This is an optimization exercise on Yosys and OpenROAD, whose aim is small area, not a production implementation.
Function was checked by simulation only, so behaviour that the tests miss may differ from the original.

==> flow/design.v <==
module top_module (
  in_clk, in_restart,
  in_inserted_5, in_inserted_1, in_inserted_05, in_inserted_025,
  in_sel_a, in_sel_b, in_sel_c, in_sel_d,
  in_next, in_finish,
  out_change,
  out_stock_a, out_stock_b, out_stock_c, out_stock_d,
  out_csel_a, out_csel_b, out_csel_c, out_csel_d,
  out_change_1, out_change_05, out_change_025,
  out_spit_a, out_spit_b, out_spit_c, out_spit_d,
  out_state, out_sol_ok
);
input wire in_clk;
input wire in_restart;
input wire in_inserted_5;
input wire in_inserted_1;
input wire in_inserted_05;
input wire in_inserted_025;
input wire in_sel_a;
input wire in_sel_b;
input wire in_sel_c;
input wire in_sel_d;
input wire in_next;
input wire in_finish;
output wire signed [15:0] out_change;
output wire out_stock_a;
output wire out_stock_b;
output wire out_stock_c;
output wire out_stock_d;
output wire out_csel_a;
output wire out_csel_b;
output wire out_csel_c;
output wire out_csel_d;
output wire [7:0] out_change_1;
output wire out_change_05;
output wire out_change_025;
output wire out_spit_a;
output wire out_spit_b;
output wire out_spit_c;
output wire out_spit_d;
output wire [1:0] out_state;
output wire out_sol_ok;
main_FSM main_FSM_dut (
  .in_clk (in_clk),
  .in_restart (in_restart),
  .in_next (in_next),
  .in_finish (in_finish),
  .out_state (out_state)
);
dp dp_dut (
  .in_clk (in_clk),
  .in_restart (in_restart),
  .in_state (out_state),
  .in_inserted_5 (in_inserted_5),
  .in_inserted_1 (in_inserted_1),
  .in_inserted_05 (in_inserted_05),
  .in_inserted_025 (in_inserted_025),
  .in_sel_a (in_sel_a),
  .in_sel_b (in_sel_b),
  .in_sel_c (in_sel_c),
  .in_sel_d (in_sel_d),
  .out_change (out_change),
  .out_stock_a (out_stock_a),
  .out_stock_b (out_stock_b),
  .out_stock_c (out_stock_c),
  .out_stock_d (out_stock_d),
  .out_csel_a (out_csel_a),
  .out_csel_b (out_csel_b),
  .out_csel_c (out_csel_c),
  .out_csel_d (out_csel_d),
  .out_change_1 (out_change_1),
  .out_change_05 (out_change_05),
  .out_change_025 (out_change_025),
  .out_spit_a (out_spit_a),
  .out_spit_b (out_spit_b),
  .out_spit_c (out_spit_c),
  .out_spit_d (out_spit_d),
  .out_sol_ok (out_sol_ok)
);
endmodule
module main_FSM (in_clk, in_restart, in_next, in_finish, out_state);
  input wire in_clk, in_restart, in_next, in_finish;
  output reg [1:0] out_state;
  wire st_start = ~out_state[1] & out_state[0];
  always @(posedge in_clk) begin
    out_state[0] <= ~(in_restart | (st_start & in_next));
    out_state[1] <= ~in_restart & st_start & (in_next | in_finish);
  end
endmodule
module dp (
  in_clk, in_restart, in_state,
  in_sel_a, in_sel_b, in_sel_c, in_sel_d,
  in_inserted_5, in_inserted_1, in_inserted_05, in_inserted_025,
  out_stock_a, out_stock_b, out_stock_c, out_stock_d,
  out_csel_a, out_csel_b, out_csel_c, out_csel_d,
  out_spit_a, out_spit_b, out_spit_c, out_spit_d,
  out_change, out_change_1, out_change_05, out_change_025, out_sol_ok
);
  input wire in_clk, in_restart;
  input wire [1:0] in_state;
  input wire in_sel_a, in_sel_b, in_sel_c, in_sel_d;
  input wire in_inserted_5, in_inserted_1, in_inserted_05, in_inserted_025;
  output wire out_stock_a, out_stock_b, out_stock_c, out_stock_d;
  output reg out_csel_a, out_csel_b, out_csel_c, out_csel_d;
  output reg out_spit_a, out_spit_b, out_spit_c, out_spit_d;
  output wire signed [15:0] out_change;
  output reg [7:0] out_change_1;
  output reg out_change_05, out_change_025;
  output wire out_sol_ok;
  wire idle   = ~in_state[1] & ~in_state[0];
  wire start  = ~in_state[1] &  in_state[0];
  wire sitem  =  in_state[1] & ~in_state[0];
  wire smoney =  in_state[1] &  in_state[0];
  reg       item_a;
  reg [2:0] item_b, item_c, item_d;
  reg [14:0] money;
  reg [7:0] dollar_1_num, dollar_05_num, dollar_025_num;
  assign out_stock_a = item_a;
  assign out_stock_b = item_b[2];
  assign out_stock_c = item_c[2];
  assign out_stock_d = item_d[2];
  wire [4:0] price = (out_csel_a ? 5'd7 : 5'd0) + (out_csel_b ? 5'd6 : 5'd0) +
                     (out_csel_c ? 5'd5 : 5'd0) + (out_csel_d ? 5'd4 : 5'd0);
  wire        borrow;
  wire [14:0] change;
  assign {borrow, change} = {1'b0, money} - {11'd0, price};
  assign out_change = {change, 1'b0};
  assign out_sol_ok = change[14] |
                      ((dollar_1_num >= change[9:2]) &
                       ((|dollar_05_num) | ~change[1]) &
                       ((|dollar_025_num) | ~change[0]));
  wire buy = in_state[1] & ~borrow & out_sol_ok;
  wire [9:0] pay = ~smoney ? 10'd0 :
                   buy ? (change[14] ? 10'd0 : change[9:0]) : money[9:0];
  wire [4:0] coins = {in_inserted_5, 1'b0, in_inserted_5, 2'b00} +
                     {2'b00, in_inserted_1, in_inserted_05, in_inserted_025};
  wire [4:0] coins_g = start ? coins : 5'd0;
  always @(posedge in_clk) begin
    if (in_restart)
      money <= {10'd0, price};
    else if (idle | smoney)
      money <= 15'd0;
    else if (sitem & buy)
      money <= change;
    else
      money <= money + {10'd0, coins_g};
    if (idle) begin
      dollar_1_num   <= 8'd2;
      dollar_05_num  <= 8'd2;
      dollar_025_num <= 8'd0;
    end else begin
      dollar_1_num   <= dollar_1_num + (start ? {7'd0, in_inserted_1} : ~{pay[9:2]}) + {7'd0, ~start};
      dollar_05_num  <= dollar_05_num + {{7{pay[1]}}, pay[1] | (start & in_inserted_05)};
      dollar_025_num <= dollar_025_num + {{7{pay[0]}}, pay[0] | (start & in_inserted_025)};
    end
    if (~in_restart) begin
      if (idle | smoney | buy) begin
        out_csel_a <= 1'b0; out_csel_b <= 1'b0; out_csel_c <= 1'b0; out_csel_d <= 1'b0;
      end else if (start) begin
        if (in_sel_a) out_csel_a <= out_stock_a & ~out_csel_a;
        if (in_sel_b) out_csel_b <= out_stock_b & ~out_csel_b;
        if (in_sel_c) out_csel_c <= out_stock_c & ~out_csel_c;
        if (in_sel_d) out_csel_d <= out_stock_d & ~out_csel_d;
      end
      out_spit_a <= buy & out_csel_a;
      out_spit_b <= buy & out_csel_b;
      out_spit_c <= buy & out_csel_c;
      out_spit_d <= buy & out_csel_d;
      if (idle) begin
        item_a <= 1'b1; item_b <= 3'b101; item_c <= 3'b101; item_d <= 3'b101;
      end else if (buy) begin
        if (out_csel_a) item_a <= 1'b0;
        if (out_csel_b) item_b <= {item_b[1] | item_b[0], item_b[0], item_b[0] & ~item_b[1]};
        if (out_csel_c) item_c <= {item_c[1] | item_c[0], item_c[0], item_c[0] & ~item_c[1]};
        if (out_csel_d) item_d <= {item_d[1] | item_d[0], item_d[0], item_d[0] & ~item_d[1]};
      end
      if (in_state[0])
        {out_change_1, out_change_05, out_change_025} <= pay;
    end
  end
endmodule
export LEC_CHECK = 0
export CAP_MARGIN = 20
export CORE_MARGIN = 2
export CORE_UTILIZATION = 40
export CTS_BUF_LIST = sky130_fd_sc_hd__clkbuf_8
export CTS_CLUSTER_DIAMETER = 500
export CTS_CLUSTER_SIZE = 100
export SLEW_MARGIN = 20
create_clock -name core_clock -period 10.0 [get_ports {in_clk}]
run.sh (not shown) runs the stock make flow with config.mk's settings and CLKGATE_MAP_FILE= SYNTH_SCRIPT=/design/flow/synth_recipe.tcl, a recipe that flattens the netlist after the stock synthesis.
The starting point passed the timing, DRC and antenna checks.
Change:
--- a/flow/config.mk
+++ b/flow/config.mk
@@ -9,6 +9,3 @@
 export CORE_MARGIN = 2
 export CORE_UTILIZATION = 40
-export CTS_BUF_LIST = sky130_fd_sc_hd__clkbuf_8
-export CTS_CLUSTER_DIAMETER = 500
-export CTS_CLUSTER_SIZE = 100
 export SLEW_MARGIN = 20
The changed run finished with timing, DRC and antenna clean.
Global-route usage rose by 0.14 points.
Utilization rose by 0.84 points.
Worst hold slack got worse by 0.0073 ns.
Count of clock-buffer cells in the layout is unchanged.
Setup slack improved by 0.018 ns.

==> afterwards: timing with drivers on the ports <==
In the flow no input, the clock included, has a driving cell. The finished layouts below were timed again as built, in two steps.
Step 1: set_driving_cell puts a clkbuf_16 on in_clk and a buf_2 on each other input, an assumption about the parent block.
Step 2 adds t to the input delays and takes it off the output delays; t is the mean of the earliest and latest rising clock arrival at the registers after step 1. Input paths then give back, and output paths get back, about the clock's delay inside the block.
Slacks: ideal ports / drivers / drivers and shift; pairs: ideal ports / drivers.
run	t, ns	slack for setup (ns)	hold WS [ns]	worst setup path at the end	cell pins on the clock port's net
the first run	0.402	1.992 / 1.959 / 2.190	0.545 / 0.545 / 0.545	register to register	1
the second run	0.386	2.010 / 1.973 / 2.169	0.537 / 0.537 / 0.537	register to register	1
After both steps every run listed still meets setup and hold.
